Source: an optimization exercise on an open RTL-to-GDS flow (aim: small area and a short achievable clock period). Production flows keep margins and buffers that such runs may drop. The clock port is modelled as an ideal driver, which makes a skipped or thinned clock tree look cheaper than it is; a real chip needs a root buffer or a tree.

== ember ==
Design uart_circle_area, start of the top module:
module uart_circle_area (
  input         clock,
  input         reset,
  input         rx_i,
  output [7:0]  rx_data,
  output [31:0] area_o,
  output reg    rx_data_valid,
  output reg    rx_error
);
  localparam IDLE = 4'b0000, CHECK_STOP = 4'b0001, ERROR = 4'b0010;
  reg [3:0]  state;
  reg [7:0]  shift;
  reg [17:0] acc;
  reg [1:0]  vgn;
  wire       in_data = state[3];
  wire [2:0] cnt     = state[2:0];
  wire       in_cs   = (state == CHECK_STOP);
  wire       in_idle = (state == IDLE);
  always @(posedge clock) begin
    if (reset) begin
      state <= IDLE;
      shift <= 8'd0;
      rx_data_valid <= 1'b0;
      vgn <= 2'b11;
      rx_error <= 1'b0;
    end else begin
      rx_error <= (state == ERROR);
      rx_data_valid <= in_cs ? rx_i : (in_idle & rx_data_valid);
      vgn[0] <= in_cs ? ~rx_i : (~in_idle | vgn[0]);
      vgn[1] <= in_cs ? ~rx_i : (~in_idle | vgn[1]);
      if (in_data) begin
        shift <= {rx_i, shift[7:1]};
        state <= (cnt == 3'd7) ? CHECK_STOP : state + 4'd1;
  ...
Settings: LEC_CHECK=0, ABC_AREA=1, CAP_MARGIN=20, CORE_MARGIN=2, CORE_UTILIZATION=85, PLACE_DENSITY=0.92, SLEW_MARGIN=20, SYNTH_HIERARCHICAL=1; clock period 24.0 ns.
standard.sh (not shown) runs the stock make flow with config.mk's settings and CLKGATE_MAP_FILE= SYNTH_SCRIPT=/design/flow/synth_recipe.tcl, a recipe that flattens the netlist after the stock synthesis.
==> flow/flow/run.sh <==
#!/bin/bash
# The standard layout (the standard.sh: unchanged synthesis and steps) with
# these differences:
# - the port buffers that global placement puts on every input and output are
#   sky130_fd_sc_hd__buf_1 instead of the resizer's pick;
# - the tie-low cell that synthesis makes is not split into one cell per load
#   (SKIP_REPAIR_TIE_FANOUT), so the constant outputs share it;
# - after CTS, nbuf.tcl replaces the clock tree by 3 clkbuf_8 buffers, each fed
#   by the clock port and driving one placement cluster of the 34 flip-flops;
#   then the standard steps go on from global routing. The buffers are alike
#   and so are their loads, so all flip-flops see about the same clock arrival.
cp standard.sh standard.sh.txt
export BUFFER_PORTS_ARGS="-buffer_cell sky130_fd_sc_hd__buf_1"
export CTS_ARGS="-sink_clustering_enable -repair_clock_nets -buf_list sky130_fd_sc_hd__clkbuf_8 -root_buf sky130_fd_sc_hd__clkbuf_8 -dont_use_dummy_load"
export SKIP_REPAIR_TIE_FANOUT=1
bash standard.sh cts > standard_cts.log 2>&1
RES_DIR=orfs/results/sky130hd/uart_circle_area/base CLK_NET=clock NBUF=3 CLKBUF=sky130_fd_sc_hd__clkbuf_8 \
  openroad -no_init -exit flow/nbuf.tcl > nbuf.log 2>&1
bash standard.sh > standard.log 2>&1
Other scripts of this flow, unchanged in this note and not shown: flow/flow/nbuf.tcl
The following lists how garnet was set up differently from ember:
- swapping 85 for 40 in CORE_UTILIZATION
- swapping 20 for 0 in CAP_MARGIN
- swapping 20 for 0 in SLEW_MARGIN
- clearing PLACE_DENSITY, which used to be 0.92
Findings:
Against ember, final weighted congestion of routability-driven global placement in garnet fell by a few percent. Launch point of the worst path = acc[13]$_DFFE_PP_: ember; launch point of the worst path = acc[16]$_DFFE_PP_: garnet. Taking ember as the reference, in garnet xor and xnor area share after synthesis comparable, die area shows an increase of about 100%. The run with more setup slack is ember; garnet has less. Cell depth of the worst flop-to-flop path: ember vs garnet identical.
Here is what was changed in the inputs of zinc compared with garnet.
- a change of SLEW_MARGIN from 0 to 20
- a change of CAP_MARGIN from 0 to 20
- an added PLACE_DENSITY of 0.85
- a change of CORE_UTILIZATION from 40 to 70
==> run summary <==
Clock slew seen by the registers of the worst setup and hold paths essentially unchanged between zinc and garnet. | largest net degree at the start of global routing | garnet vs zinc | ≈ equal |. On required time at the worst-slack endpoint, zinc tracks garnet almost exactly. Summary — final core utilization, zinc relative to garnet: higher, by 33 points. The global-route usage number comes out higher for zinc vs garnet. Against garnet, final instance area in zinc fell slightly. | insertion delay to the later sink of the worst-skew pair | zinc vs garnet | ≈ equal |. Re final net count: no difference whatsoever between zinc and garnet. Looking only at sequential share of layout area, and setting everything else aside, the lower value of garnet and zinc goes to garnet. Re initial antenna violation count: no difference whatsoever between zinc and garnet.
Input changes introduced in juniper (baseline for comparison: zinc):
- PLACE_DENSITY no longer set, was 0.85
- CORE_UTILIZATION now 40, was 70
Compared with zinc, in juniper starting density of the core went down 33 points, number of tapcells went up about 60%. Looking at worst setup path startpoint, the acc[13]$_DFFE_PP_ result is from zinc; the acc[16]$_DFFE_PP_ one comes from juniper. The final cell count of juniper is higher than that of zinc. juniper against zinc: fraction of the cycle the final worst path needs now sits at about the same level; utilization went down; wire length up 1.1%; worst setup slack after layout fell by 0.017 ns; number of filler instances in the final layout +170%.
No run of this note included a check of the RTL's function; only the layout flow was run.

[static timing again, ports no longer ideal]
No port has a modelled driver above. Below, the same layouts with a new extraction and two added sets of constraints.
Step 1 sets driving cells, clkbuf_16 on the clock port and buf_2 on the other inputs (assumed; they add their load-dependent delay and slew).
Step 2 also shifts input and output timing later by t, the mid clock arrival at the registers, as if the neighbouring blocks saw the same clock.
a / b / c = ideal / step 1 / step 2; a / b = the first two.
run	t (ns)	slack for setup (ns)	worst setup path after step 2	slew at the worst register clock pin (ns)	cell pins on the clock port's net
ember	0.197	18.072 / 18.016 / 17.990	input to register	0.09 / 0.09	3
garnet	0.195	18.068 / 18.016 / 18.169	input to register	0.12 / 0.12	3
zinc	0.194	18.085 / 18.033 / 18.099	input to register	0.11 / 0.11	3
juniper	0.195	18.068 / 18.016 / 18.169	input to register	0.12 / 0.12	3
After both steps every run listed still meets setup and hold. The setup slack of ember, which loses most, moves by -0.056 ns with the drivers and by -0.082 ns with both steps.
